From an optimization exercise on the open Yosys and OpenROAD flow, aimed at small area; shortcuts taken in it are not production practice. In this exercise RTL edits were held to simulation tests only and were not proved equivalent to the original. No activity file was given, so power comes from the tool's default toggle rates.

File: flow/flow/run.sh
#!/bin/bash
# The standard layout (standard.sh: ORFS from synthesis to finish) with
# three changes to how the layout is made:
#  - synthesis maps the logic with an area-only ABC script (synth_area.tcl);
#  - every port still gets a buffer, but the smallest one (buf_1);
#  - clock tree synthesis uses clkbuf_4 in clusters of at most 8 sinks and
#    adds no dummy loads.
# make's full output goes to standard.log here; each ORFS step's log is under
# orfs/logs/.
set -euo pipefail
here=$(pwd)
export FLOW_SYNTH_TCL="$here/synth_recipe.tcl"
export AREA_ABC_SCRIPT="$here/flow/abc_area.script"
export BUFFER_PORTS_ARGS="-buffer_cell sky130_fd_sc_hd__buf_1"
export CTS_ARGS="-sink_clustering_enable -repair_clock_nets -dont_use_dummy_load -buf_list sky130_fd_sc_hd__clkbuf_4 -sink_clustering_size 8 -sink_clustering_max_diameter 50"
sed "s#SYNTH_SCRIPT=[^ ]*#SYNTH_SCRIPT=$here/flow/synth_area.tcl#" standard.sh > standard_area.sh
grep -q "SYNTH_SCRIPT=$here/flow/synth_area.tcl" standard_area.sh
bash standard_area.sh > standard.log 2>&1
File: flow/flow/abc_area.script
strash
&get -n
&st
&deepsyn -T 30
&put
dch -f
map -a
topo
File: flow/flow/synth_area.tcl
# The standard flow's synthesis script (synth_recipe.tcl) with one change: ABC maps the
# logic with an area-only script (abc_area.script beside this file) in place
# of the ORFS script. Registers are mapped before ABC runs, so they are the
# same as in the standard synthesis.
proc abc {args} {
  set i [lsearch $args -script]
  set args [lreplace $args $i [expr {$i + 1}] -script $::env(AREA_ABC_SCRIPT)]
  yosys abc {*}$args
}
source $::env(FLOW_SYNTH_TCL)
File: flow/standard.sh
#!/bin/bash
# synth_recipe.tcl (not shown) runs the flow's synth.tcl, then flattens the netlist and writes it again
# the make line also repeats each setting of config.mk as NAME=value (left out here)
make -C /OpenROAD-flow-scripts/flow DESIGN_CONFIG=/design/flow/config.mk WORK_HOME=/design/flow/orfs CLKGATE_MAP_FILE= SYNTH_SCRIPT=/design/flow/synth_recipe.tcl "${@:-finish}"
File: flow/config.mk
export PLATFORM = sky130hd
export DESIGN_NAME = ahb_system
export DESIGN_NICKNAME = ahb_system
export VERILOG_FILES = /design/flow/design.v
export SDC_FILE = /design/flow/constraint.sdc
export NUM_CORES = 4
export LEC_CHECK = 0
export ABC_AREA = 1
export CAP_MARGIN = 20
export CORE_MARGIN = 2
export CORE_UTILIZATION = 70
export CTS_BUF_LIST = sky130_fd_sc_hd__clkbuf_4
export SLEW_MARGIN = 20
File: flow/constraint.sdc
create_clock -name core_clock -period 20.0 [get_ports {clk}]
set_input_delay 4.0000 -clock core_clock [delete_from_list [all_inputs] [get_ports {clk}]]
set_output_delay 4.0000 -clock core_clock [all_outputs]
set_load 0.01 [all_outputs]
File: flow/design.v
module ahb_system (
    input          clk,
    input          rstn,
    input  [31:0]  m_addr_in,
    input  [2:0]   m_burst_in,
    input  [2:0]   m_size_in,
    input          m_sel_in,
    input          m_valid_in,
    input          m_write_in,
    input          m_delay_in,
    input          m_error_in,
    input  [31:0]  m_wdata_in,
    output         m_busy_out,
    output         m_error_out,
    output [31:0]  m_rdata_out,
    output         m_ready_out,
    output [31:0]  s0_addr_out,
    output [2:0]   s0_burst_out,
    output [2:0]   s0_size_out,
    output         s0_sel_out,
    output         s0_write_out,
    output [31:0]  s0_wdata_out,
    output         s0_error_out,
    input          s0_error_in,
    input  [31:0]  s0_rdata_in,
    input          s0_ready_in,
    output [31:0]  s1_addr_out,
    output [2:0]   s1_burst_out,
    output [2:0]   s1_size_out,
    output         s1_sel_out,
    output         s1_write_out,
    output [31:0]  s1_wdata_out,
    output         s1_error_out,
    input          s1_error_in,
    input  [31:0]  s1_rdata_in,
    input          s1_ready_in
);
localparam  ST_RST     =  3'd0;
localparam  ST_IDLE    =  3'd1;
localparam  ST_BUSY    =  3'd2;
localparam  ST_NONSEQ  =  3'd3;
localparam  ST_SEQ     =  3'd4;
localparam  ST_ERROR   =  3'd5;
localparam  TR_IDLE    =  2'd0;
localparam  TR_BUSY    =  2'd1;
localparam  TR_NONSEQ  =  2'd2;
localparam  TR_SEQ     =  2'd3;
function [31:0] burst_addr(input [31:0] a, input [2:0] sz, input [2:0] burst);
    integer     i;
    reg         c;
    reg         t;
    reg         kill;
    reg  [3:0]  top;
    begin
        kill = !burst[0] && !(a[6:0] & ~(7'h7f << sz));
        top  = {1'b0, sz} + {2'b00, burst[2:1]};
        c    = 1'b0;
        for (i = 0; i < 32; i = i + 1) begin
            t             = c || (i < 8 && sz == i);
            burst_addr[i] = a[i] ^ t;
            c             = a[i] && t && !(kill && top == i);
        end
    end
endfunction
reg  [31:0]  haddr;
reg  [2:0]   hburst;
reg  [2:0]   hsize;
reg  [1:0]   htrans;
reg          hwrite;
reg  [2:0]   m_state;
reg  [2:0]   m_next;
reg  [4:0]   m_bc;
reg          m_b2s;
reg  [1:0]   m_tu;
reg  [2:0]   m_wc;
reg  [31:0]  m_taddr;
reg  [31:0]  m_wnext;
reg  [31:0]  m_wout;
reg          m_ready_r;
reg          m_error_r;
reg  [31:0]  m_rdata_r;
reg  [31:0]  x_rdata;
reg          x_ready;
reg          x_resp;
reg  [1:0]   d_cur;
reg  [1:0]   d_nxt;
reg  [31:0]  c_rdata;
reg          c_ready;
reg          c_resp;
reg  [31:0]  w_data;
wire  [1:0]  h_class  =  (haddr[31:16] != 16'h2030)  ? 2'd0 :
                         (haddr[15:10] == 6'd0)      ? 2'd2 :
                         (haddr[15:10] == 6'd1)      ? 2'd3 : 2'd1;
wire         d_upd    =  x_ready || !d_cur;
wire  [1:0]  d_cur_nx =  d_upd ? d_nxt : d_cur;
wire  [1:0]  sel_x    =  { (d_nxt == 2'd3) || (d_cur == 2'd3),
                           (d_nxt == 2'd2) || (d_cur == 2'd2) };
always @(posedge clk or negedge rstn) begin
    if (!rstn) begin
        d_cur  <=  0;
        d_nxt  <=  0;
    end else if (d_upd) begin
        d_cur  <=  d_nxt;
        d_nxt  <=  h_class;
    end
end
wire  [31:0]  s_rdata_nx0, s_rdata_nx1;
wire          s_ready_nx0, s_ready_nx1;
wire          s_resp_nx0,  s_resp_nx1;
wire          s_wgate0,    s_wgate1;
ahb_sys_slave slave0 (
    .clk          (clk),
    .rstn         (rstn),
    .haddr        (haddr),
    .hburst       (hburst),
    .hsize        (hsize),
    .htrans       (htrans),
    .hwrite       (hwrite),
    .hsel         (sel_x[0]),
    .addr_out     (s0_addr_out),
    .burst_out    (s0_burst_out),
    .size_out     (s0_size_out),
    .sel_out      (s0_sel_out),
    .write_out    (s0_write_out),
    .error_in     (s0_error_in),
    .rdata_in     (s0_rdata_in),
    .ready_in     (s0_ready_in),
    .rdata_nx     (s_rdata_nx0),
    .ready_nx     (s_ready_nx0),
    .resp_nx      (s_resp_nx0),
    .wgate        (s_wgate0)
);
ahb_sys_slave slave1 (
    .clk          (clk),
    .rstn         (rstn),
    .haddr        (haddr),
    .hburst       (hburst),
    .hsize        (hsize),
    .htrans       (htrans),
    .hwrite       (hwrite),
    .hsel         (sel_x[1]),
    .addr_out     (s1_addr_out),
    .burst_out    (s1_burst_out),
    .size_out     (s1_size_out),
    .sel_out      (s1_sel_out),
    .write_out    (s1_write_out),
    .error_in     (s1_error_in),
    .rdata_in     (s1_rdata_in),
    .ready_in     (s1_ready_in),
    .rdata_nx     (s_rdata_nx1),
    .ready_nx     (s_ready_nx1),
    .resp_nx      (s_resp_nx1),
    .wgate        (s_wgate1)
);
assign  s0_wdata_out  =  s_wgate0 ? w_data : 32'd0;
assign  s1_wdata_out  =  s_wgate1 ? w_data : 32'd0;
assign  s0_error_out  =  1'b0;
assign  s1_error_out  =  1'b0;
always @(posedge clk) begin
    w_data   <=  m_wout;
    c_rdata  <=  (d_cur_nx == 2'd3) ? s_rdata_nx1 : (d_cur_nx == 2'd2) ? s_rdata_nx0 : 32'd0;
    c_ready  <=  (d_cur_nx == 2'd3) ? s_ready_nx1 : (d_cur_nx == 2'd2) ? s_ready_nx0 : 1'b1;
    c_resp   <=  (d_cur_nx == 2'd3) ? s_resp_nx1  : (d_cur_nx == 2'd2) ? s_resp_nx0  : d_cur_nx[0];
end
always @(posedge clk or negedge rstn) begin
    if (!rstn) begin
        x_rdata  <=  0;
        x_ready  <=  1;
        x_resp   <=  0;
    end else begin
        x_rdata  <=  c_rdata;
        x_ready  <=  c_ready;
        x_resp   <=  c_resp;
    end
end
reg  [2:0]  m_len;
always @(*) begin
    case (m_burst_in)
        3'd2, 3'd3:  m_len  =  2;
        3'd4, 3'd5:  m_len  =  3;
        3'd6, 3'd7:  m_len  =  4;
        default:     m_len  =  0;
    endcase
end
wire  [6:0]   m_size_mask     =  ~(7'h7f << m_size_in);
wire  [3:0]   m_end_q         =  {1'b0, m_size_in} + {1'b0, m_len};
reg           m_cross;
integer       mi;
always @(*) begin
    m_cross  =  1'b1;
    for (mi = 0; mi < 10; mi = mi + 1)
        if (mi >= m_end_q && !m_addr_in[mi])
            m_cross  =  1'b0;
end
wire          m_addr_valid    =  !(m_addr_in[6:0] & m_size_mask) && !m_cross;
wire          m_size_valid    =  !m_size_in[2] && !(m_size_in[1] && m_size_in[0]);
wire          m_add_new       =  (m_ready_r || !m_tu[1]) && m_valid_in;
wire          m_trans_changed =  (m_taddr != m_addr_in) || (m_burst_in != hburst) || (m_size_in != hsize);
wire          m_len_fixed     =  hburst[2] || hburst[1];
wire          m_incr          =  (hburst == 3'd1);
wire          m_timeout       =  (m_wc == 3'd6);
wire  [31:0]  m_binc          =  burst_addr(haddr, hsize, hburst);
wire          m_bzero         =  !hburst || !m_bc;
reg  [31:0]  haddr_d;
always @(*) begin
    haddr_d  =  haddr;
    case (m_next)
        ST_RST:     haddr_d  =  32'd0;
        ST_BUSY:    haddr_d  =  m_bzero ? 32'd0 : m_binc;
        ST_NONSEQ:  if (m_add_new) haddr_d  =  m_addr_in;
        ST_SEQ:     if (!m_b2s && (m_bc || m_incr) && !(m_tu[1] && !x_ready))
                        haddr_d  =  m_bzero ? 32'd0 : m_binc;
        default: ;
    endcase
end
always @(*) begin
    m_next  =  ST_RST;
    if (!rstn)
        m_next  =  ST_RST;
    else case (m_state)
        ST_RST: begin
            if (!m_sel_in)
                m_next  =  ST_RST;
            else if (!m_valid_in)
                m_next  =  ST_IDLE;
            else if (m_error_in || !m_addr_valid || !m_size_valid)
                m_next  =  ST_ERROR;
            else
                m_next  =  ST_NONSEQ;
        end
        ST_IDLE: begin
            if (m_tu[1] || (m_tu && (!m_sel_in || m_error_in || m_timeout)) || x_resp)
                m_next  =  ST_ERROR;
            else if (!m_sel_in)
                m_next  =  ST_RST;
            else if (!m_valid_in)
                m_next  =  ST_IDLE;
            else
                m_next  =  ST_NONSEQ;
        end
        ST_BUSY: begin
            if (!hburst || (m_len_fixed && (m_trans_changed || !m_sel_in || !m_valid_in || !m_bc))
                    || (m_tu && m_timeout) || m_error_in || x_resp)
                m_next  =  ST_ERROR;
            else if (!m_sel_in)
                m_next  =  ST_RST;
            else if (!m_valid_in)
                m_next  =  ST_IDLE;
            else if (m_delay_in)
                m_next  =  ST_BUSY;
            else if (m_len_fixed || !m_trans_changed)
                m_next  =  ST_SEQ;
            else
                m_next  =  ST_NONSEQ;
        end
        ST_NONSEQ: begin
            if (!m_sel_in || (!m_valid_in && m_len_fixed) || m_error_in
                    || (!hburst && m_delay_in) || (m_tu && m_timeout))
                m_next  =  ST_ERROR;
            else if (!m_valid_in)
                m_next  =  ST_IDLE;
            else if (m_delay_in)
                m_next  =  ST_BUSY;
            else if (hburst)
                m_next  =  ST_SEQ;
            else
                m_next  =  ST_NONSEQ;
        end
        ST_SEQ: begin
            if (!m_sel_in || !hburst || m_error_in || x_resp
                    || (m_bc && m_len_fixed && (m_trans_changed || !m_valid_in))
                    || (m_tu && m_timeout) || (!m_bc && m_len_fixed && m_delay_in))
                m_next  =  ST_ERROR;
            else if (!m_valid_in)
                m_next  =  ST_IDLE;
            else if (m_delay_in)
                m_next  =  ST_BUSY;
            else if (!m_bc)
                m_next  =  ST_NONSEQ;
            else
                m_next  =  ST_SEQ;
        end
        ST_ERROR: begin
            m_next  =  m_tu[1] ? ST_ERROR : ST_RST;
        end
        default: m_next  =  ST_RST;
    endcase
end
always @(posedge clk or negedge rstn) begin
    if (!rstn)
        m_state  <=  ST_RST;
    else
        m_state  <=  m_next;
end
always @(posedge clk or negedge rstn) begin
    if (!rstn) begin
        m_tu    <=  0;
    end else begin
        case (m_next)
            ST_RST:    m_tu  <=  0;
            ST_IDLE, ST_BUSY: begin
                if (m_tu && x_ready)
                    m_tu  <=  m_tu - 2'd1;
            end
            ST_NONSEQ: begin
                if (m_add_new)
                    m_tu  <=  x_ready ? m_tu : (m_tu + 2'd1);
                else
                    m_tu  <=  x_ready ? (m_tu - 2'd1) : m_tu;
            end
            ST_SEQ:    m_tu  <=  x_ready ? m_tu : (m_tu + 2'd1);
            ST_ERROR: begin
                if (m_tu && x_ready)
                    m_tu  <=  m_tu - 2'd1;
            end
            default: ;
        endcase
    end
end
always @(posedge clk) begin
    begin
        case (m_next)
            ST_RST: begin
                hburst  <=  0;
                hsize   <=  0;
                htrans  <=  0;
                hwrite  <=  0;
                m_bc    <=  0;
                m_b2s   <=  0;
                m_wc    <=  0;
            end
            ST_IDLE: begin
                htrans  <=  TR_IDLE;
                m_b2s   <=  0;
                if (m_tu && x_ready) begin
                    m_wc  <=  m_tu[1] ? m_wc : 3'd0;
                end else if (m_tu) begin
                    m_wc  <=  m_wc + 3'd1;
                end else begin
                    m_wc  <=  0;
                end
            end
            ST_BUSY: begin
                htrans  <=  TR_BUSY;
                m_b2s   <=  1;
                m_bc    <=  m_incr ? 5'd0 : (m_bc - 5'd1);
                if (m_tu && x_ready) begin
                    m_wc  <=  m_tu[1] ? m_wc : 3'd0;
                end else if (m_tu) begin
                    m_wc  <=  m_wc + 3'd1;
                end else begin
                    m_wc  <=  0;
                end
            end
            ST_NONSEQ: begin
                if (m_add_new) begin
                    hburst  <=  m_burst_in;
                    hsize   <=  m_size_in;
                    htrans  <=  TR_NONSEQ;
                    hwrite  <=  m_write_in;
                    m_bc    <=  5'd1 << m_len;
                end
                m_b2s  <=  0;
                if (m_tu[1])
                    m_wc  <=  !x_ready ? (m_wc + 3'd1) : m_wc;
                else
                    m_wc  <=  !x_ready ? m_wc : 3'd0;
            end
            ST_SEQ: begin
                htrans  <=  TR_SEQ;
                if (m_b2s) begin
                    m_b2s  <=  0;
                end else if (m_bc || m_incr) begin
                    m_bc   <=  (m_incr || (m_tu[1] && !x_ready)) ? m_bc : (m_bc - 5'd1);
                end
                if (x_ready)
                    m_wc  <=  m_tu[1] ? m_wc : 3'd0;
                else
                    m_wc  <=  m_tu ? (m_wc + 3'd1) : 3'd0;
            end
            default: ;
        endcase
    end
end
always @(posedge clk) begin
    haddr  <=  haddr_d;
    if (m_next == ST_NONSEQ)
        m_taddr  <=  haddr_d;
end
always @(posedge clk) begin
    case (m_next)
        ST_IDLE: begin
            if (x_ready && hwrite) begin
                m_wnext  <=  m_wdata_in;
                m_wout   <=  m_wnext;
            end
        end
        ST_BUSY, ST_NONSEQ, ST_SEQ: begin
            if (!m_tu[1] || x_ready) begin
                m_wnext  <=  m_wdata_in;
                m_wout   <=  m_wnext;
            end
        end
        ST_RST, ST_ERROR: begin
            m_wnext  <=  0;
            m_wout   <=  0;
        end
        default: ;
    endcase
end
always @(posedge clk or negedge rstn) begin
    if (!rstn) begin
        m_ready_r  <=  0;
        m_error_r  <=  0;
        m_rdata_r  <=  0;
    end else begin
        case (m_next)
            ST_RST: begin
                m_ready_r  <=  0;
                m_error_r  <=  0;
                m_rdata_r  <=  0;
            end
            ST_IDLE: begin
                m_ready_r  <=  m_tu ? x_ready : 1'b0;
                m_error_r  <=  m_tu ? x_resp : 1'b0;
                m_rdata_r  <=  (!m_tu || x_resp || !x_ready) ? 32'd0 : x_rdata;
            end
            ST_BUSY, ST_NONSEQ, ST_SEQ: begin
                m_ready_r  <=  x_ready;
                m_error_r  <=  x_resp;
                m_rdata_r  <=  (!x_resp && x_ready) ? x_rdata : 32'd0;
            end
            ST_ERROR: begin
                m_ready_r  <=  1;
                m_error_r  <=  1;
                m_rdata_r  <=  0;
            end
            default: ;
        endcase
    end
end
assign  m_busy_out   =  m_tu[1] && !x_ready;
assign  m_ready_out  =  m_ready_r;
assign  m_error_out  =  m_error_r;
assign  m_rdata_out  =  m_rdata_r;
endmodule
module ahb_sys_slave (
    input              clk,
    input              rstn,
    input      [31:0]  haddr,
    input      [2:0]   hburst,
    input      [2:0]   hsize,
    input      [1:0]   htrans,
    input              hwrite,
    input              hsel,
    output reg [31:0]  addr_out,
    output reg [2:0]   burst_out,
    output reg [2:0]   size_out,
    output reg         sel_out,
    output reg         write_out,
    input              error_in,
    input      [31:0]  rdata_in,
    input              ready_in,
    output     [31:0]  rdata_nx,
    output             ready_nx,
    output             resp_nx,
    output reg         wgate
);
localparam  ST_RST     =  3'd0;
localparam  ST_IDLE    =  3'd1;
localparam  ST_BUSY    =  3'd2;
localparam  ST_NONSEQ  =  3'd3;
localparam  ST_SEQ     =  3'd4;
localparam  ST_ERROR   =  3'd5;
reg  [2:0]  state;
reg  [2:0]  next;
reg  [3:0]  bc;
reg  [2:0]  len;
function [31:0] burst_addr(input [31:0] a, input [2:0] sz, input [2:0] burst);
    integer     i;
    reg         c;
    reg         t;
    reg         kill;
    reg  [3:0]  top;
    begin
        kill = !burst[0] && !(a[6:0] & ~(7'h7f << sz));
        top  = {1'b0, sz} + {2'b00, burst[2:1]};
        c    = 1'b0;
        for (i = 0; i < 32; i = i + 1) begin
            t             = c || (i < 8 && sz == i);
            burst_addr[i] = a[i] ^ t;
            c             = a[i] && t && !(kill && top == i);
        end
    end
endfunction
always @(*) begin
    case (burst_out)
        3'd2, 3'd3:  len  =  2;
        3'd4, 3'd5:  len  =  3;
        3'd6, 3'd7:  len  =  4;
        default:     len  =  0;
    endcase
end
wire          t_idle    =  (htrans == 2'd0);
wire          t_busy    =  (htrans == 2'd1);
wire          t_nonseq  =  (htrans == 2'd2);
wire          t_seq     =  (htrans == 2'd3);
wire          incr      =  (burst_out == 3'd1);
wire  [31:0]  binc      =  burst_addr(addr_out, size_out, burst_out);
wire          bzero     =  !burst_out || !bc;
wire          burst_chg =  (hburst != burst_out);
wire          trans_chg =  (bzero ? (haddr != 32'd0) : (binc != haddr)) || burst_chg || (hsize != size_out);
wire          active;
always @(*) begin
    next  =  ST_RST;
    if (!rstn)
        next  =  ST_RST;
    else case (state)
        ST_RST: begin
            if (!hsel)
                next  =  ST_RST;
            else if (hsize[2] || (hsize[1] && hsize[0]) || !t_nonseq)
                next  =  ST_ERROR;
            else
                next  =  ST_NONSEQ;
        end
        ST_IDLE: begin
            if (hsel && (t_busy || t_seq))
                next  =  ST_ERROR;
            else if (!hsel)
                next  =  ST_RST;
            else if (t_nonseq)
                next  =  ST_NONSEQ;
            else
                next  =  ST_IDLE;
        end
        ST_BUSY: begin
            if ((!incr && (!hsel || burst_chg || trans_chg || t_idle || t_nonseq || !bc))
                    || (t_busy && trans_chg))
                next  =  ST_ERROR;
            else if (!hsel)
                next  =  ST_RST;
            else if (t_busy)
                next  =  ST_BUSY;
            else if (t_idle)
                next  =  ST_IDLE;
            else if (t_nonseq)
                next  =  ST_NONSEQ;
            else
                next  =  ST_SEQ;
        end
        ST_NONSEQ: begin
            if (!hsel || (!burst_out && (t_busy || t_seq)) || (!incr && (t_idle || t_nonseq)))
                next  =  ST_ERROR;
            else if (t_busy)
                next  =  ST_BUSY;
            else if (t_idle)
                next  =  ST_IDLE;
            else if (t_nonseq)
                next  =  ST_NONSEQ;
            else
                next  =  ST_SEQ;
        end
        ST_SEQ: begin
            if (!hsel || !burst_out || ((t_idle || t_nonseq) && bc)
                    || (!bc && (t_seq || t_busy) && !incr))
                next  =  ST_ERROR;
            else if (t_busy)
                next  =  ST_BUSY;
            else if (t_idle)
                next  =  ST_IDLE;
            else if (t_nonseq)
                next  =  ST_NONSEQ;
            else
                next  =  ST_SEQ;
        end
        default: next  =  ST_RST;
    endcase
end
always @(posedge clk or negedge rstn) begin
    if (!rstn)
        state  <=  ST_RST;
    else
        state  <=  next;
end
always @(posedge clk or negedge rstn) begin
    if (!rstn) begin
        bc         <=  0;
        burst_out  <=  0;
        addr_out   <=  0;
        sel_out    <=  0;
        size_out   <=  0;
        write_out  <=  0;
        wgate      <=  0;
    end else begin
        case (next)
            ST_RST: begin
                bc         <=  0;
                burst_out  <=  0;
                addr_out   <=  0;
                sel_out    <=  0;
                size_out   <=  0;
                write_out  <=  0;
            end
            ST_IDLE: begin
                sel_out    <=  0;
            end
            ST_NONSEQ: begin
                burst_out  <=  hburst;
                addr_out   <=  haddr;
                sel_out    <=  1;
                size_out   <=  hsize;
                write_out  <=  hwrite;
                bc         <=  {1'b0, len};
            end
            ST_SEQ: begin
                if (ready_in) begin
                    addr_out  <=  bzero ? 32'd0 : binc;
                    if (!incr)
                        bc  <=  bc - 4'd1;
                end
            end
            default: ;
        endcase
        wgate  <=  active && write_out && !error_in;
    end
end
assign  active    =  (next == ST_IDLE) || (next == ST_BUSY) || (next == ST_NONSEQ) || (next == ST_SEQ);
assign  rdata_nx  =  (active && !write_out && !error_in) ? rdata_in : 32'd0;
assign  ready_nx  =  active ? ready_in : (next != ST_RST);
assign  resp_nx   =  active ? error_in : (next != ST_RST);
endmodule
==> tab_implementation.tex, run 1 <==
\begin{tabular}{lr}
\hline
Metric & Value \\
\hline
\multicolumn{2}{l}{\textbf{Timing}} \\
TNS Setup & 0 ps \\
Upper clock frequency limit & 68.9 MHz \\
Part of the cycle the worst path needs & about 73\% \\
Transition at the pin with the smallest max-transition slack & 960 ps \\
Setup clock skew after layout & 102 ps \\
Relative slew slack & around 35\% \\
Unrepaired setup endpoints after global routing & no \\
Count of final setup violators & 0 \\
Final-report max-slew violation count & 0 \\
Count of endpoints failing hold in the final timing report & 0 \\
Shortest clock period the worst path allows after layout & 14510 ps \\
\multicolumn{2}{l}{\textbf{Routing}} \\
Count of antenna-violating nets left after detailed routing & 0 \\
Average wire per standard cell & 21.2 µm \\
Top Layer Used & met4 \\
DR vias & roughly 18000 \\
Detailed-routed wire length on met3 & between 6 and 7 mm \\
Total wire length after detailed routing & 59.1 mm \\
Total met2 wirelength after detailed routing & 27.9 mm \\
Remaining DRCs & 0 \\
Routed length on met1 & 21.9 mm \\
Number of DRC markers in iteration 0 & 2210 \\
Drt first pass iters & 6 \\
Via density & around 6.3 \\
\multicolumn{2}{l}{\textbf{Logic synthesis}} \\
Cells taking the most area after synthesis & sky130\_fd\_sc\_hd\_\_dfrtp\_1 (23\%), sky130\_fd\_sc\_hd\_\_edfxtp\_1 (18\%), sky130\_fd\_sc\_hd\_\_dfxtp\_1 (10\%), sky130\_fd\_sc\_hd\_\_clkinv\_1 (9.5\%), sky130\_fd\_sc\_hd\_\_ha\_1 (8.4\%) \\
Async S/R FF share, synth & 44.9\% \\
YS warnings & 2 \\
Synth Register Bits & 385 \\
Most frequent cell after synthesis & sky130\_fd\_sc\_hd\_\_clkinv\_1 \\
Mean post-synth cell area & 9.15 µm² \\
Post-Synthesis Cells & 2059 \\
Top\_reg\_cell synth & sky130\_fd\_sc\_hd\_\_dfrtp\_1 \\
Synth Cell Area & 0.0188 mm² \\
Number of synthesized flops with an enable pin & 114 \\
Count of unique library cells instantiated by Yosys & 43 \\
Post-synthesis cell type with the largest combined area & sky130\_fd\_sc\_hd\_\_dfrtp\_1 \\
Part of the Yosys area used for sequential elements & 51.6\% \\
Area fraction of the dominant cell type after synthesis & between 20\% and 30\% \\
Top cells by instance count after synthesis & sky130\_fd\_sc\_hd\_\_clkinv\_1 (476), sky130\_fd\_sc\_hd\_\_nor2\_1 (283), sky130\_fd\_sc\_hd\_\_nand2\_1 (178) \\
\multicolumn{2}{l}{\textbf{Die}} \\
Total Die Area & 0.0282 mm² \\
Die width & 168 µm \\
Initial cell density of the core & 70.7\% \\
Vertical die dimension & 168 µm \\
Core Box Area & 0.0267 mm² \\
Number of I/O pins & about 330 \\
Number of placement rows & 60 \\
\multicolumn{2}{l}{\textbf{Worst setup path}} \\
Worst EP required & 20610 ps \\
CP Launch Type & flip-flop \\
Reg-to-reg setup timing slack & 5490 ps \\
Endpoint arrival time on the critical path & approximately 15000 ps \\
Most common cell type on the critical path & sky130\_fd\_sc\_hd\_\_ha\_1 \\
Worst stage delay on the critical path & 570 ps \\
Maximum fanout along the worst path & 31 \\
Sort of element at the end of the critical path & flip-flop \\
Slowest stage cell, crit path & sky130\_fd\_sc\_hd\_\_nor2\_1 \\
Class of the most critical setup path & reg -> reg \\
\multicolumn{2}{l}{\textbf{Layout}} \\
Layout Nets & 2729 \\
Area overhead of the layout relative to synthesis & 11.8\% \\
Number of filler instances in the final layout & 1684 \\
Share of layout cells above drive strength 1 & between 3 and 4\% \\
\multicolumn{2}{l}{\textbf{Clocking}} \\
Hold\_buf cts & 0 \\
Number of H-tree levels & 2 \\
Largest buffer count on any clock path & 3 \\
CTS buffer count & 57 \\
Insertion delay of the later-clocked pin in the worst-skew pair & 740 ps \\
Reg clk slew, reported paths & 110 ps \\
Count of clock tree sinks & about 390 \\
Root buffer cell & sky130\_fd\_sc\_hd\_\_clkbuf\_4 \\
Post-CTS setup buffers & 0 \\
Clock tree from TritonCTS & built \\
Count of cells resized by post-cts repair & 0 \\
\multicolumn{2}{l}{\textbf{Global route}} \\
Number of global-route vias before repair & approximately 17000 \\
Pin count of the biggest net entering global routing & 71 \\
Overall routing resource usage & between 40\% and 50\% \\
GRT overflow & 0 \\
Wire length of the first global-routing pass & 90.6 mm \\
Antenna violations before repair & 1 \\
\multicolumn{2}{l}{\textbf{Job}} \\
Number of violations of the max-capacitance limit & 0 \\
\multicolumn{2}{l}{\textbf{Min path}} \\
Worst hold-check path type & reg -> reg \\
\multicolumn{2}{l}{\textbf{Status}} \\
Result of the run & complete, no violations \\
\multicolumn{2}{l}{\textbf{Placement}} \\
Total of buffers placed on input and output ports & 323 \\
Routability cong. & 1.06 \\
Detail Placement HPWL & 43.0 mm \\
\multicolumn{2}{l}{\textbf{Power and ir drop}} \\
Overall power of the completed layout & 1930 µW \\
LEAKAGE & 0.00867 µW \\
Peak supply drop & 0.0745 mV \\
Power per standard cell area & between 90 and 100 mW/mm² \\
\hline
\end{tabular}
area by class of cell:
type	count	area [µm²]	area share [%]
multi-input combinational	1197	7370	35.0
inverter	476	1790	8.49
antenna	2	5.00	0.0238
tap	341	427	2.03
timing repair buffer	337	1320	6.28
clock buffer	57	428	2.03
sequential	385	9720	46.1
flip-flops by register name, summed over array words and instances (netlist names), 4 cells and up:
name / flops
w_data: 32
slave0.bc: 4
m_taddr: 32
slave0.addr_out: 32
slave1.addr_out: 32
c_rdata: 32
slave1.bc: 4
m_rdata_r: 32
m_wout: 32
haddr: 32
m_wnext: 32
m_bc: 5
x_rdata: 32
per-layer routing:
metal | up-vias | track usage [%]
met5 | - | 0
met4 | 0 | 18.9
li1 | 7804 | -
met3 | 271 | 8.72
met1 | 8244 | 52.9
met2 | 1296 | 67.9
where the power goes:
part / internal, µW / switching, µW
clock network: 130 / 256
logic: 134 / 366
registers: 959 / 87.1
total: 1220 / 709
metrics by stage:
step	worst slack [ps]	cells	cell area [µm²]	hold slack, ps	util [%]
after floorplan	6460	2060	18800	284	-
after global placement	6010	2736	20600	286	77.3
after detailed placement	5530	2736	20600	291	77.3
after global routing	4310	2795	21100	286	79.0
after CTS	5430	2793	21000	290	78.9
final	5490	2795	21100	285	79.0
path summary, 6_finish.rpt:
path                            cells after the start                  end               start
worst max-delay path                               88         slave0.bc[3]  slave0.size_out[1]
worst min-delay path                                0           x_rdata[5]          c_rdata[5]
worst max register to register                     88         slave0.bc[3]  slave0.size_out[1]
worst min register to register                      0           x_rdata[5]          c_rdata[5]
max in group asynchronous                           3          x_rdata[16]                rstn
min in group asynchronous                           1  slave1.addr_out[19]                rstn
worst max-delay path, delay by kind of cell, from the launching register on:
kind                     cells  cell delay [ps]
adder cells (fa/ha/maj)     31             6040
AO/OA/AOI/OAI               33             4170
AND/OR/NAND/NOR             17             2880
buffers and inverters        7              820
flip-flops                   1              510
cell usage in the layout, fill, tap and decap left out, drive strengths merged, types with 4 or more instances in the layout:
master   netlist  layout
clkinv       476     474
buf            2     336
nor2         283     283
nand2        178     178
dfrtp        172     172
ha           126     126
edfxtp       114     114
dfxtp         98      98
o21ai         97      97
nand3         82      82
o22ai         80      80
o221ai        79      79
clkbuf         0      58
a21oi         56      56
o211ai        30      30
a21boi        27      27
nor3          22      22
a221oi        18      18
nor4          17      17
nand4         14      14
xor2          13      13
xnor2         13      13
a22oi         12      12
o2111ai        8       8
o31ai          6       6
a211oi         6       6
a31oi          6       6
fa             4       4
cell families (layout without fill, tap and decap cells):
group / after synthesis / in the layout / share of synthesized area [%]
adder cells (fa/ha/maj): 130 / 130 / 8.79
other: 1 / 4 / 0.0199
flip-flops: 385 / 385 / 51.6
AND/OR/NAND/NOR: 603 / 603 / 13.3
buffers and inverters: 478 / 870 / 9.56
AO/OA/AOI/OAI: 436 / 436 / 15.6
XOR/XNOR: 26 / 26 / 1.21
==> run 2, diff against run 1 <==
--- a/flow/design.v
+++ b/flow/design.v
@@ -288,8 +288,4 @@
 end
-always @(posedge clk or negedge rstn) begin
-    if (!rstn)
-        m_state  <=  ST_RST;
-    else
-        m_state  <=  m_next;
-end
+always @(posedge clk)
+    m_state  <=  m_next;
 always @(posedge clk or negedge rstn) begin
@@ -579,7 +575,10 @@
 end
-always @(posedge clk or negedge rstn) begin
-    if (!rstn)
-        state  <=  ST_RST;
-    else
-        state  <=  next;
+always @(posedge clk) begin
+    state  <=  next;
+    case (next)
+        ST_RST:     bc  <=  0;
+        ST_NONSEQ:  bc  <=  {1'b0, len};
+        ST_SEQ:     if (ready_in && !incr) bc  <=  bc - 4'd1;
+        default: ;
+    endcase
 end
@@ -587,3 +586,2 @@
     if (!rstn) begin
-        bc         <=  0;
         burst_out  <=  0;
@@ -597,3 +595,2 @@
             ST_RST: begin
-                bc         <=  0;
                 burst_out  <=  0;
@@ -613,10 +610,6 @@
                 write_out  <=  hwrite;
-                bc         <=  {1'b0, len};
             end
             ST_SEQ: begin
-                if (ready_in) begin
+                if (ready_in)
                     addr_out  <=  bzero ? 32'd0 : binc;
-                    if (!incr)
-                        bc  <=  bc - 4'd1;
-                end
             end
--- a/flow/flow/run.sh
+++ b/flow/flow/run.sh
@@ -3,3 +3,4 @@
 # three changes to how the layout is made:
-#  - synthesis maps the logic with an area-only ABC script (synth_area.tcl);
+#  - synthesis maps the logic for area (synth_area.tcl: no adder cells, an
+#    area-only ABC script);
 #  - every port still gets a buffer, but the smallest one (buf_1);
==> flow/flow/synth_area.tcl (replaced) <==
# The standard flow's synthesis script (synth_recipe.tcl) with two changes to how the
# logic is mapped: Yosys does not pull out half and full adders for the
# adder cells (extract_fa), and ABC maps all the logic with an area-only
# script (abc_area.script beside this file) in place of the ORFS script.
# Registers are mapped before either step, so they are the same as in the
# standard synthesis.
proc extract_fa {args} {
  puts "synth_area.tcl: extract_fa skipped"
}
proc abc {args} {
  set i [lsearch $args -script]
  set args [lreplace $args $i [expr {$i + 1}] -script $::env(AREA_ABC_SCRIPT)]
  yosys abc {*}$args
}
source $::env(FLOW_SYNTH_TCL)
==> tab_implementation.tex, run 2 <==
\begin{tabular}{lr}
\hline
Metric & Value \\
\hline
\multicolumn{2}{l}{\textbf{Power and ir drop}} \\
Clk network pwr share & 21.2\% (+1.2 points) \\
Combinational share of power & 22.3\% (-3.6 points) \\
Internal Power & 1170 µW (-3.9\%) \\
Power per standard cell area & 90.1 mW/mm² (-1.8\%) \\
Net load switching power & 644 µW (-9.2\%) \\
Part of the total power dissipated in sequential elements & 56.5\% (+2.4 points) \\
LEAKAGE & 0.00747 µW (-14\%) \\
Peak supply drop & 0.0799 mV (+7.3\%) \\
Switching portion of total power & 35.4\% (-1.3 points) \\
Overall power of the completed layout & 1820 µW (-5.8\%) \\
\multicolumn{2}{l}{\textbf{Logic synthesis}} \\
Top\_reg\_cell synth & sky130\_fd\_sc\_hd\_\_dfrtp\_1 \\
Most frequent cell after synthesis & sky130\_fd\_sc\_hd\_\_clkinv\_1 \\
Post-Synthesis Cells & 2129 (+3.4\%) \\
Post-synthesis cell type with the largest combined area & sky130\_fd\_sc\_hd\_\_dfrtp\_1 \\
Synth Cell Area & 0.0180 mm² (-4.4\%) \\
Synth Register Bits & 385 (unchanged) \\
Async S/R FF share, synth & 40.5\% (-4.4 points) \\
Part of the Yosys area used for sequential elements & 53.9\% (+2.3 points) \\
Top cells by instance count after synthesis & sky130\_fd\_sc\_hd\_\_clkinv\_1 (483), sky130\_fd\_sc\_hd\_\_nor2\_1 (391), sky130\_fd\_sc\_hd\_\_nand2\_1 (207) \\
Cells taking the most area after synthesis & sky130\_fd\_sc\_hd\_\_dfrtp\_1 (22\%), sky130\_fd\_sc\_hd\_\_edfxtp\_1 (20\%), sky130\_fd\_sc\_hd\_\_dfxtp\_1 (12\%), sky130\_fd\_sc\_hd\_\_clkinv\_1 (10\%), sky130\_fd\_sc\_hd\_\_nor2\_1 (8.1\%) \\
Number of synthesized flops with an enable pin & 122 (+7.0\%) \\
Area fraction of the dominant cell type after synthesis & 21.5\% (-1.3 points) \\
YS warnings & 2 (unchanged) \\
Mean post-synth cell area & 8.46 µm² (-7.5\%) \\
Count of unique library cells instantiated by Yosys & 40 (-7.0\%) \\
\multicolumn{2}{l}{\textbf{Clocking}} \\
Hold\_buf cts & 0 (unchanged) \\
Clock tree from TritonCTS & built \\
Insertion delay of the later-clocked pin in the worst-skew pair & 770 ps (+30 ps) \\
Count of cells resized by post-cts repair & 0 (unchanged) \\
Count of clock tree sinks & 385 (unchanged) \\
Post-CTS setup buffers & 0 (unchanged) \\
Root buffer cell & sky130\_fd\_sc\_hd\_\_clkbuf\_4 \\
Reg clk slew, reported paths & 100 ps (about the same) \\
Largest buffer count on any clock path & 3 (unchanged) \\
CTS buffer count & 55 (-3.5\%) \\
Number of H-tree levels & 2 (unchanged) \\
\multicolumn{2}{l}{\textbf{Timing}} \\
Count of final setup violators & 0 (unchanged) \\
Count of endpoints failing hold in the final timing report & 0 (unchanged) \\
Upper clock frequency limit & 70.0 MHz (+1.7\%) \\
Setup clock skew after layout & 115 ps (+13.6 ps) \\
Final-report max-slew violation count & 0 (unchanged) \\
Unrepaired setup endpoints after global routing & no \\
Relative slew slack & 29.2\% (-6.2 points) \\
TNS Setup & 0 ps (unchanged) \\
Part of the cycle the worst path needs & 71.4\% (-1.2 points) \\
Transition at the pin with the smallest max-transition slack & 1060 ps (+94.9 ps) \\
Shortest clock period the worst path allows after layout & 14280 ps (-239 ps) \\
\multicolumn{2}{l}{\textbf{Routing}} \\
Remaining DRCs & 0 (unchanged) \\
Number of DRC markers in iteration 0 & 2620 (+19\%) \\
Count of antenna-violating nets left after detailed routing & 0 (unchanged) \\
DR vias & 17700 (+0.69\%) \\
Total wire length after detailed routing & 60.0 mm (+1.4\%) \\
Via density & 6.22 (-1.3\%) \\
Drt first pass iters & 8 (+2) \\
Average wire per standard cell & 21.0 µm (-0.59\%) \\
\multicolumn{2}{l}{\textbf{Die}} \\
Core Box Area & 0.0253 mm² (-5.2\%) \\
Die width & 164 µm (-2.2\%) \\
Vertical die dimension & 164 µm (-2.2\%) \\
Initial cell density of the core & 71.3\% (+0.65 points) \\
Total Die Area & 0.0270 mm² (-4.3\%) \\
Number of placement rows & 58 (-3.3\%) \\
Number of I/O pins & 326 (unchanged) \\
\multicolumn{2}{l}{\textbf{Worst setup path}} \\
Worst stage delay on the critical path & 780 ps (+210 ps) \\
Reg-to-reg setup timing slack & 5720 ps (+240 ps) \\
Class of the most critical setup path & reg -> reg \\
Sort of element at the end of the critical path & flip-flop \\
Worst R2R Start & slave0.size\_out[2] \\
Endpoint arrival time on the critical path & 14830 ps (-300 ps) \\
Maximum fanout along the worst path & 20 (-35\%) \\
Slowest stage cell, crit path & sky130\_fd\_sc\_hd\_\_nand2\_1 \\
Reg2reg path depth & 79 (-10\%) \\
CP Launch Type & flip-flop \\
Most common cell type on the critical path & sky130\_fd\_sc\_hd\_\_nor2\_1 \\
Terminus of the critical flop-to-flop path & slave0.addr\_out[23] \\
Worst EP required & 20560 ps (-50 ps) \\
\multicolumn{2}{l}{\textbf{Global route}} \\
Antenna violations before repair & 2 (+1) \\
Pin count of the biggest net entering global routing & 135 (+90\%) \\
Number of global-route vias before repair & 16900 (-1.6\%) \\
Wire length of the first global-routing pass & 90.2 mm (-0.45\%) \\
Overall routing resource usage & 43.9\% (+2.6 points) \\
GRT overflow & 0 (unchanged) \\
\multicolumn{2}{l}{\textbf{Layout}} \\
Area overhead of the layout relative to synthesis & 12.0\% \\
Most common library cell in the layout ignoring fill and taps & sky130\_fd\_sc\_hd\_\_clkinv\_1 \\
Share of layout cells above drive strength 1 & 3.26\% (-0.54 points) \\
Leading cell types in the layout, fill and taps excluded & sky130\_fd\_sc\_hd\_\_clkinv\_1 (483), sky130\_fd\_sc\_hd\_\_nor2\_1 (390), sky130\_fd\_sc\_hd\_\_buf\_1 (322) \\
Layout Nets & 2665 (-2.3\%) \\
Final standard cell count with taps included and fillers excluded & 2850 (+2.0\%) \\
End-of-flow core utilization & 79.9\% (+0.91 points) \\
\multicolumn{2}{l}{\textbf{Min path}} \\
Hold endpoint & w\_data[13] \\
Worst Hold Path Cells & 0 (unchanged) \\
Worst hold-check path type & reg -> reg \\
Startpoint of the most critical hold path & m\_wout[13] \\
\multicolumn{2}{l}{\textbf{Status}} \\
Result of the run & complete, no violations \\
\multicolumn{2}{l}{\textbf{Job}} \\
Number of violations of the max-capacitance limit & 0 (unchanged) \\
\multicolumn{2}{l}{\textbf{Placement}} \\
Total of buffers placed on input and output ports & 323 (unchanged) \\
Placed Cells incl. Taps & 2793 (+2.1\%) \\
Routability cong. & 1.07 (+0.54\%) \\
Detail Placement HPWL & 43.3 mm (+0.73\%) \\
\hline
\end{tabular}
==> run 2: changes by cell type after synthesis, sizes merged, moves of 14 or more <==
cell and delta:
xor2 +26, a22oi +14, nand2 +29, ha -126
nand3 -17, a221oi -15, o211ai -19, dfrtp -17
nor2 +108, nor3 +14, a21oi +42, a21boi -26
o21ai +15, o221ai -25
==> run 2: metrics by stage <==
step	worst slack (ps)	area (µm²)	hold WS (ps)
final	5720	20200	302
after global routing	3980	20200	306
after CTS	6070	20200	299
after detailed placement	6110	19800	301
after global placement	6670	19800	285
after floorplan	8510	18000	284
==> run 2: power by group through the flow <==
stage                     combinational [µW]  sequential, µW  clock (µW)
final                                    406            1030         386
after global routing                     443            1030         410
after CTS                                393            1020         382
after detailed placement                 388            1040           0
after global placement                   374            1030           0
after floorplan                          257            1010           0
==> run 2: critical path, delay by kind of cell (launching register included) <==
kind | cells | cell delay (ps)
flip-flops | 1 | 480
XOR/XNOR | 2 | 500
AO/OA/AOI/OAI | 15 | 2520
AND/OR/NAND/NOR | 44 | 7420
buffers and inverters | 18 | 3160
==> run 2: cell type report <==
cell class | instances | area, µm²
flip-flops and latches | 385 | 9710
multi-input cells | 1260 | 6510
fillers | 1609 | 5070
inverters | 483 | 1810
repair buffers | 335 | 1320
clock buffers | 55 | 413
well taps | 330 | 413
diodes | 2 | 5.00
==> run 2: worst max-delay path by stage <==
stage,slack (ps),start,to
global placement,6670,slave0.size_out[0],slave0.addr_out[28]
global route,3980,slave0.size_out[0],slave0.addr_out[27]
CTS,6070,slave0.size_out[2],slave0.addr_out[27]
detailed placement,6110,slave0.size_out[0],slave0.addr_out[21]
floorplan,8510,slave0.size_out[0],slave0.addr_out[17]
finish,5720,slave0.size_out[2],slave0.addr_out[23]
==> run 2: kinds of logic after synthesis <==
| group | Yosys count | share of synthesized area [%] |
|---|---|---|
| flops | 385 | 53.9 |
| simple gates | 746 | 17.0 |
| buf+inv | 485 | 10.1 |
| other cells | 1 | 0.0208 |
| xor+xnor | 59 | 2.87 |
| compound gates | 453 | 16.1 |
==> run 2: routing by layer <==
metal | GRT usage [%] | vias to the layer above | wire (µm)
met5 | 0 | - | 0
met4 | 26.7 | 0 | 4180
met3 | 10.3 | 271 | 7530
met2 | 69.1 | 1407 | 26800
met1 | 55.5 | 8160 | 21400
li1 | - | 7899 | -
==> run 3, diff against run 2 <==
==> flow/flow/abc_area.script (replaced) <==
strash
&get -n
&st
&deepsyn -T 30
&put
dch -f
amap -m
topo
==> tab_implementation.tex, run 3 <==
\begin{tabular}{lr}
\hline
Metric & Value \\
\hline
\multicolumn{2}{l}{\textbf{Worst setup path}} \\
CP Depth & 74 (-6.3\%) \\
Most common cell type on the critical path & sky130\_fd\_sc\_hd\_\_nor2\_1 \\
Worst stage delay on the critical path & 830 ps (+50 ps) \\
Sort of element at the end of the critical path & flip-flop \\
Slowest stage cell, crit path & sky130\_fd\_sc\_hd\_\_clkinv\_1 \\
Worst path bufs/invs & 11 (-7) \\
Startpoint of the worst setup timing path & slave0.size\_out[0] \\
Worst EP required & 20500 ps (-60 ps) \\
CP Launch Type & flip-flop \\
Reg2reg path depth & 74 (-6.3\%) \\
Endpoint arrival time on the critical path & 13420 ps (-1410 ps) \\
Worst R2R Start & slave0.size\_out[0] \\
Reg-to-reg setup timing slack & 7080 ps (+1360 ps) \\
Terminus of the critical flop-to-flop path & slave0.size\_out[2] \\
Class of the most critical setup path & reg -> reg \\
Maximum fanout along the worst path & 25 (+25\%) \\
Kind of cell with the highest combined delay on the critical path & simple AND/OR/NAND/NOR gates \\
\multicolumn{2}{l}{\textbf{Layout}} \\
Share of layout cells above drive strength 1 & 3.46\% (+0.21 points) \\
Most common library cell in the layout ignoring fill and taps & sky130\_fd\_sc\_hd\_\_clkinv\_1 \\
Area overhead of the layout relative to synthesis & 12.6\% \\
Number of filler instances in the final layout & 1499 (-6.8\%) \\
End-of-flow core utilization & 80.7\% (+0.75 points) \\
Layout Nets & 2457 (-7.8\%) \\
Final standard cell count with taps included and fillers excluded & 2641 (-7.3\%) \\
Leading cell types in the layout, fill and taps excluded & sky130\_fd\_sc\_hd\_\_clkinv\_1 (329), sky130\_fd\_sc\_hd\_\_buf\_1 (322), sky130\_fd\_sc\_hd\_\_nor2\_1 (300) \\
\multicolumn{2}{l}{\textbf{Placement}} \\
Routability cong. & 1.03 (-3.7\%) \\
Placed Cells incl. Taps & 2579 (-7.7\%) \\
Total of buffers placed on input and output ports & 323 (unchanged) \\
Detail Placement HPWL & 41.4 mm (-4.5\%) \\
\multicolumn{2}{l}{\textbf{Logic synthesis}} \\
Area fraction of the dominant cell type after synthesis & 22.1\% (+0.60 points) \\
Synth Cell Area & 0.0175 mm² (-2.7\%) \\
Async S/R FF share, synth & 40.5\% (unchanged) \\
Post-Synthesis Cells & 1917 (-10\%) \\
Cells taking the most area after synthesis & sky130\_fd\_sc\_hd\_\_dfrtp\_1 (22\%), sky130\_fd\_sc\_hd\_\_edfxtp\_1 (21\%), sky130\_fd\_sc\_hd\_\_dfxtp\_1 (12\%), sky130\_fd\_sc\_hd\_\_clkinv\_1 (7.0\%), sky130\_fd\_sc\_hd\_\_nor2\_1 (6.4\%) \\
Count of unique library cells instantiated by Yosys & 55 (+38\%) \\
Post-synthesis cell type with the largest combined area & sky130\_fd\_sc\_hd\_\_dfrtp\_1 \\
Most frequent cell after synthesis & sky130\_fd\_sc\_hd\_\_clkinv\_1 \\
Synth Register Bits & 385 (unchanged) \\
Mean post-synth cell area & 9.14 µm² (+8.0\%) \\
YS warnings & 2 (unchanged) \\
Top cells by instance count after synthesis & sky130\_fd\_sc\_hd\_\_clkinv\_1 (329), sky130\_fd\_sc\_hd\_\_nor2\_1 (301), sky130\_fd\_sc\_hd\_\_dfrtp\_1 (155), sky130\_fd\_sc\_hd\_\_nand2\_1 (155), sky130\_fd\_sc\_hd\_\_edfxtp\_1 (122) \\
Number of synthesized flops with an enable pin & 122 (unchanged) \\
Top\_reg\_cell synth & sky130\_fd\_sc\_hd\_\_dfrtp\_1 \\
Part of the Yosys area used for sequential elements & 55.4\% (+1.5 points) \\
\multicolumn{2}{l}{\textbf{Min path}} \\
Hold endpoint & x\_rdata[2] \\
Startpoint of the most critical hold path & c\_rdata[2] \\
Worst Hold Path Cells & 0 (unchanged) \\
Worst hold-check path type & reg -> reg \\
\multicolumn{2}{l}{\textbf{Timing}} \\
Setup clock skew after layout & 142 ps (+26.7 ps) \\
Shortest clock period the worst path allows after layout & 12920 ps (-1360 ps) \\
Unrepaired setup endpoints after global routing & no \\
TNS Setup & 0 ps (unchanged) \\
Hold WS & 312 ps (+10.8 ps) \\
Transition at the pin with the smallest max-transition slack & 1130 ps (+71.8 ps) \\
Count of final setup violators & 0 (unchanged) \\
Final-report max-slew violation count & 0 (unchanged) \\
Upper clock frequency limit & 77.4 MHz (+10\%) \\
Part of the cycle the worst path needs & 64.6\% (-6.8 points) \\
Count of endpoints failing hold in the final timing report & 0 (unchanged) \\
Relative slew slack & 24.2\% (-5.0 points) \\
\multicolumn{2}{l}{\textbf{Die}} \\
Core Box Area & 0.0245 mm² (-3.1\%) \\
Number of I/O pins & 326 (unchanged) \\
Vertical die dimension & 162 µm (-1.3\%) \\
Initial cell density of the core & 71.6\% (+0.31 points) \\
Total Die Area & 0.0263 mm² (-2.6\%) \\
Number of placement rows & 57 (-1.7\%) \\
Die width & 162 µm (-1.3\%) \\
\multicolumn{2}{l}{\textbf{Clocking}} \\
Count of cells resized by post-cts repair & 0 (unchanged) \\
Largest buffer count on any clock path & 3 (unchanged) \\
CTS buffer count & 55 (unchanged) \\
Post-CTS setup buffers & 0 (unchanged) \\
Number of H-tree levels & 2 (unchanged) \\
Insertion delay of the later-clocked pin in the worst-skew pair & 780 ps (about the same) \\
Clock tree from TritonCTS & built \\
Count of clock tree sinks & 385 (unchanged) \\
Root buffer cell & sky130\_fd\_sc\_hd\_\_clkbuf\_4 \\
Reg clk slew, reported paths & 90 ps (about the same) \\
Hold\_buf cts & 0 (unchanged) \\
\multicolumn{2}{l}{\textbf{Job}} \\
Number of violations of the max-capacitance limit & 0 (unchanged) \\
\multicolumn{2}{l}{\textbf{Routing}} \\
Total wire length after detailed routing & 57.1 mm (-4.8\%) \\
Via density & 6.51 (+4.6\%) \\
Drt first pass iters & 9 (+1) \\
Remaining DRCs & 0 (unchanged) \\
DR vias & 17200 (-3.1\%) \\
Count of antenna-violating nets left after detailed routing & 0 (unchanged) \\
Number of DRC markers in iteration 0 & 2620 (unchanged) \\
Average wire per standard cell & 21.6 µm (+2.8\%) \\
\multicolumn{2}{l}{\textbf{Power and ir drop}} \\
Peak supply drop & 0.0809 mV (+1.2\%) \\
LEAKAGE & 0.00724 µW (-3.0\%) \\
Power per standard cell area & 88.9 mW/mm² (-1.3\%) \\
Overall power of the completed layout & 1750 µW (-3.5\%) \\
\multicolumn{2}{l}{\textbf{Global route}} \\
Antenna violations before repair & 7 (+5) \\
Pin count of the biggest net entering global routing & 71 (-47\%) \\
Overall routing resource usage & 43.0\% (-0.89 points) \\
GRT overflow & 0 (unchanged) \\
Wire length of the first global-routing pass & 87.7 mm (-2.8\%) \\
Number of global-route vias before repair & 16500 (-2.6\%) \\
\multicolumn{2}{l}{\textbf{Status}} \\
Result of the run & complete, no violations \\
\hline
\end{tabular}
-- run 3: layout make-up --
type                    instances  area (µm²)  area share [%]
flip-flops and latches        385        9710            49.2
multi-input cells            1202        6610            33.5
repair buffers                339        1340            6.81
inverters                     329        1230            6.26
clock buffers                  55         413            2.09
well taps                     324         405            2.05
diodes                          7        17.5          0.0888
-- run 3: kinds of logic after synthesis --
| logic type | after synthesis | synth area share, % |
|---|---|---|
| flops | 385 | 55.4 |
| simple gates | 666 | 16.9 |
| buf+inv | 331 | 7.13 |
| other cells | 1 | 0.0214 |
| compound gates | 534 | 20.5 |
-- run 3: power breakdown --
group	switching (µW)	internal, µW	total [µW]
logic	271	100	371
clock network	256	126	382
registers	70.9	931	1000
-- run 3: stage by stage --
stage                     cell area (µm²)  worst slack (ps)
after global routing                19700              5660
final                               19700              7080
after detailed placement            19300              7550
after global placement              19300              7630
after CTS                           19700              7470
after floorplan                     17500              8200
-- run 3: worst max path at each step --
stage | end | slack, ps
CTS | slave0.size_out[2] | 7470
global route | slave0.size_out[2] | 5660
detailed placement | slave0.size_out[2] | 7550
finish | slave0.size_out[2] | 7080
floorplan | m_wnext[0] | 8200
global placement | slave0.size_out[2] | 7630
-- run 3: per-layer routing --
metal / track usage, % / wire length (µm) / vias up
met3: 10.2 / 7310 / 270
met1: 54.7 / 19900 / 7912
met2: 69.2 / 26600 / 1429
li1: - / - / 7578
met5: 0 / 30 / -
met4: 22.2 / 3220 / 4
==> run 4, diff against run 3 <==
==> flow/flow/abc_area.script (replaced) <==
strash
&get -n
&st
&deepsyn -T 30
&put
dch -f
amap -m
strash
dch -f
amap -m
topo
--- a/flow/config.mk
+++ b/flow/config.mk
@@ -10,3 +10,3 @@
 export CORE_MARGIN = 2
-export CORE_UTILIZATION = 70
+export CORE_UTILIZATION = 55
 export CTS_BUF_LIST = sky130_fd_sc_hd__clkbuf_4
==> tab_implementation.tex, run 4 <==
\begin{tabular}{lr}
\hline
Metric & Value \\
\hline
\multicolumn{2}{l}{\textbf{Global route}} \\
Overall routing resource usage & 31.5\% (-11 points) \\
Wire length of the first global-routing pass & 81.5 mm (-7.1\%) \\
Pin count of the biggest net entering global routing & 81 (+14\%) \\
Antenna violations before repair & 1 (-6) \\
Most Crowded Layer GR & met2 \\
GRT met2 Usage & 50.7\% (-19 points) \\
Number of global-route vias before repair & 15000 (-9.2\%) \\
Routing usage on met3 & 6.71\% (-3.5 points) \\
GRT overflow & 0 (unchanged) \\
Met1 layer usage reported by global route & 41.2\% (-14 points) \\
\multicolumn{2}{l}{\textbf{Routing}} \\
Number of DRC markers in iteration 0 & 1323 (-50\%) \\
Count of antenna-violating nets left after detailed routing & 0 (unchanged) \\
Drt first pass iters & 9 (unchanged) \\
Via density & 5.93 (-8.9\%) \\
Total wire length after detailed routing & 53.3 mm (-6.7\%) \\
DR vias & 16100 (-6.5\%) \\
Average wire per standard cell & 19.7 µm (-9.1\%) \\
Remaining DRCs & 0 (unchanged) \\
\multicolumn{2}{l}{\textbf{Layout}} \\
Layout Nets & 2456 (-0.041\%) \\
Share of layout cells above drive strength 1 & 3.68\% (+0.22 points) \\
Number of filler instances in the final layout & 2733 (+82\%) \\
End-of-flow core utilization & 63.1\% (-18 points) \\
Leading cell types in the layout, fill and taps excluded & sky130\_fd\_sc\_hd\_\_buf\_1 (322), sky130\_fd\_sc\_hd\_\_clkinv\_1 (317), sky130\_fd\_sc\_hd\_\_nor2\_1 (310) \\
Final standard cell count with taps included and fillers excluded & 2712 (+2.7\%) \\
Most common library cell in the layout ignoring fill and taps & sky130\_fd\_sc\_hd\_\_buf\_1 \\
Area overhead of the layout relative to synthesis & 13.3\% \\
\multicolumn{2}{l}{\textbf{Die}} \\
Vertical die dimension & 182 µm (+12\%) \\
Initial cell density of the core & 55.7\% (-16 points) \\
Die width & 182 µm (+12\%) \\
Total Die Area & 0.0333 mm² (+27\%) \\
Core Box Area & 0.0315 mm² (+29\%) \\
Number of I/O pins & 326 (unchanged) \\
Number of placement rows & 65 (+14\%) \\
\multicolumn{2}{l}{\textbf{Placement}} \\
Routability cong. & 0.965 (-5.9\%) \\
Post-placement worst setup slack & 7660 ps (+107 ps) \\
Total of buffers placed on input and output ports & 323 (unchanged) \\
Placed Cells incl. Taps & 2654 (+2.9\%) \\
Detail Placement HPWL & 39.8 mm (-3.9\%) \\
\multicolumn{2}{l}{\textbf{Logic synthesis}} \\
Post-synthesis cell type with the largest combined area & sky130\_fd\_sc\_hd\_\_dfrtp\_1 \\
Part of the Yosys area used for sequential elements & 55.4\% (about the same) \\
Count of unique library cells instantiated by Yosys & 52 (-5.5\%) \\
Cells taking the most area after synthesis & sky130\_fd\_sc\_hd\_\_dfrtp\_1 (22\%), sky130\_fd\_sc\_hd\_\_edfxtp\_1 (21\%), sky130\_fd\_sc\_hd\_\_dfxtp\_1 (12\%), sky130\_fd\_sc\_hd\_\_clkinv\_1 (6.8\%), sky130\_fd\_sc\_hd\_\_nor2\_1 (6.7\%) \\
YS warnings & 2 (unchanged) \\
Synth Cell Area & 0.0175 mm² (about the same) \\
Async S/R FF share, synth & 40.5\% (unchanged) \\
Top\_reg\_cell synth & sky130\_fd\_sc\_hd\_\_dfrtp\_1 \\
Synth Register Bits & 385 (unchanged) \\
Mean post-synth cell area & 9.16 µm² (+0.23\%) \\
Most frequent cell after synthesis & sky130\_fd\_sc\_hd\_\_clkinv\_1 \\
Top cells by instance count after synthesis & sky130\_fd\_sc\_hd\_\_clkinv\_1 (317), sky130\_fd\_sc\_hd\_\_nor2\_1 (311), sky130\_fd\_sc\_hd\_\_dfrtp\_1 (155) \\
Post-Synthesis Cells & 1912 (-0.26\%) \\
Number of synthesized flops with an enable pin & 122 (unchanged) \\
Area fraction of the dominant cell type after synthesis & 22.1\% (about the same) \\
\multicolumn{2}{l}{\textbf{Worst setup path}} \\
Reg-to-reg setup timing slack & 7170 ps (+90 ps) \\
Capturing element of the worst setup path & slave1.addr\_out[21] \\
Worst path bufs/invs & 6 (-5) \\
Reg2reg path depth & 68 (-8.1\%) \\
CP Depth & 68 (-8.1\%) \\
Worst R2R Start & slave1.size\_out[0] \\
Sort of element at the end of the critical path & flip-flop \\
Class of the most critical setup path & reg -> reg \\
Startpoint of the worst setup timing path & slave1.size\_out[0] \\
Most common cell type on the critical path & sky130\_fd\_sc\_hd\_\_nand2\_1 \\
Endpoint arrival time on the critical path & 13460 ps (+40 ps) \\
Kind of cell with the highest combined delay on the critical path & simple AND/OR/NAND/NOR gates \\
Maximum fanout along the worst path & 17 (-32\%) \\
Slowest stage cell, crit path & sky130\_fd\_sc\_hd\_\_clkinv\_1 \\
Worst EP required & 20630 ps (+130 ps) \\
Worst stage delay on the critical path & 670 ps (-160 ps) \\
Terminus of the critical flop-to-flop path & slave1.addr\_out[21] \\
CP Launch Type & flip-flop \\
\multicolumn{2}{l}{\textbf{Timing}} \\
Transition at the pin with the smallest max-transition slack & 880 ps (-248 ps) \\
Upper clock frequency limit & 77.9 MHz (+0.67\%) \\
Relative slew slack & 39.8\% (+16 points) \\
Setup clock skew after layout & 56.5 ps (-85.4 ps) \\
Part of the cycle the worst path needs & 64.2\% (-0.43 points) \\
Unrepaired setup endpoints after global routing & no \\
Hold WS & 303 ps (-9.68 ps) \\
Count of endpoints failing hold in the final timing report & 0 (unchanged) \\
TNS Setup & 0 ps (unchanged) \\
Count of final setup violators & 0 (unchanged) \\
Final-report max-slew violation count & 0 (unchanged) \\
Shortest clock period the worst path allows after layout & 12830 ps (-86.3 ps) \\
Setup slack of the critical path after layout & 7170 ps (+86.3 ps) \\
\multicolumn{2}{l}{\textbf{Job}} \\
Number of violations of the max-capacitance limit & 0 (unchanged) \\
\multicolumn{2}{l}{\textbf{Clocking}} \\
Post-CTS setup buffers & 0 (unchanged) \\
CTS buffer count & 56 (+1.8\%) \\
Count of cells resized by post-cts repair & 0 (unchanged) \\
Root buffer cell & sky130\_fd\_sc\_hd\_\_clkbuf\_4 \\
Count of clock tree sinks & 385 (unchanged) \\
Clock tree from TritonCTS & built \\
Reg clk slew, reported paths & 100 ps (about the same) \\
Number of H-tree levels & 2 (unchanged) \\
Largest buffer count on any clock path & 3 (unchanged) \\
Insertion delay of the later-clocked pin in the worst-skew pair & 730 ps (-50 ps) \\
Hold\_buf cts & 0 (unchanged) \\
\multicolumn{2}{l}{\textbf{Power and ir drop}} \\
Peak supply drop & 0.0731 mV (-9.6\%) \\
LEAKAGE & 0.00730 µW (+0.75\%) \\
Power per standard cell area & 87.3 mW/mm² (-1.8\%) \\
\multicolumn{2}{l}{\textbf{Status}} \\
Result of the run & complete, no violations \\
\multicolumn{2}{l}{\textbf{Min path}} \\
Worst hold-check path type & reg -> reg \\
\hline
\end{tabular}
[run 4: cell count changes after synthesis, moves of 8 or more]
cell | before | now
sky130_fd_sc_hd__o21ai_0 | 112 | 103
sky130_fd_sc_hd__o21a_1 | 14 | 23
sky130_fd_sc_hd__nor3_1 | 39 | 47
sky130_fd_sc_hd__a222oi_1 | 23 | 13
sky130_fd_sc_hd__nor2_1 | 301 | 311
sky130_fd_sc_hd__clkinv_1 | 329 | 317
sky130_fd_sc_hd__nand2_1 | 155 | 145
[run 4: logic make-up (layout without fill, tap and decap cells)]
family / after synthesis / in the layout / share of synthesized area [%]
buffers and inverters: 319 / 715 / 6.88
AOI/OAI and AO/OA: 534 / 534 / 20.5
and+or+nand+nor: 673 / 673 / 17.1
other: 1 / 3 / 0.0214
DFF: 385 / 385 / 55.4
[run 4: per-layer routing]
layer	wire, µm	share of wire [%]
met5	0	0
met4	2440	4.6
met3	4890	9.2
met2	24400	46
met1	21500	40
[run 4: cell type report]
type | count | area (µm²) | share of cell area, %
flip-flops and latches | 385 | 9710 | 48.9
well taps | 402 | 503 | 2.53
repair buffers | 342 | 1380 | 6.95
inverters | 317 | 1190 | 5.99
clock buffers | 56 | 420 | 2.12
multi-input cells | 1209 | 6650 | 33.5
diodes | 1 | 2.50 | 0.0126
[run 4: how the worst min path moves through the flow]
stage,from,to,slack (ps),cells after the start
final,c_ready,x_ready,300,0
after global routing,c_ready,x_ready,310,0
after CTS,c_ready,x_ready,310,0
after detailed placement,c_ready,x_ready,290,0
after global placement,c_ready,x_ready,290,0
after floorplan,c_ready,x_ready,280,0
[run 4: through the flow]
step | cell area, µm² | total power [µW]
CTS | 19800 | 1740
finish | 19900 | 1730
global route | 19900 | 1820
global placement | 19400 | 1360
detailed placement | 19400 | 1360
floorplan | 17500 | 1220
[run 4: power by group]
| group | switching, µW | leakage [µW] | total (µW) | internal [µW] |
|---|---|---|---|---|
| combinational | 261 | 0.00263 | 364 | 103 |
| clock | 251 | 0.000258 | 379 | 128 |
| sequential | 60.1 | 0.00441 | 990 | 930 |
| total | 572 | 0.00730 | 1730 | 1160 |

==> re-timing with driven ports <==
The flow's constraints put no driver on any port. The routed layouts listed below were extracted and timed again, unchanged, in two steps. Step 1: set_driving_cell puts a clkbuf_16 on clk and a buf_2 on each other input, an assumption about the parent block. Step 2 adds t to the input delays and takes it off the output delays; t is the mean of the earliest and latest rising clock arrival at the registers after step 1. Input paths then give back, and output paths get back, about the clock's delay inside the block. Three values: ideal ports, drivers, drivers and shift; two values: the first two.
run | shift t [ns] | slack for setup (ns) | worst hold slack (ns) | worst data-port slew with drivers (ns)
run 1 | 0.740 | 5.485 / 5.485 / 5.485 | 0.285 / 0.285 / 0.285 | 0.09
run 2 | 0.759 | 5.724 / 5.724 / 5.724 | 0.302 / 0.302 / 0.302 | 0.07
run 3 | 0.758 | 7.080 / 7.080 / 7.080 | 0.312 / 0.312 / 0.312 | 0.09
run 4 | 0.752 | 7.166 / 7.166 / 7.166 | 0.303 / 0.303 / 0.303 | 0.06
After both steps setup and hold are still met in every run listed.
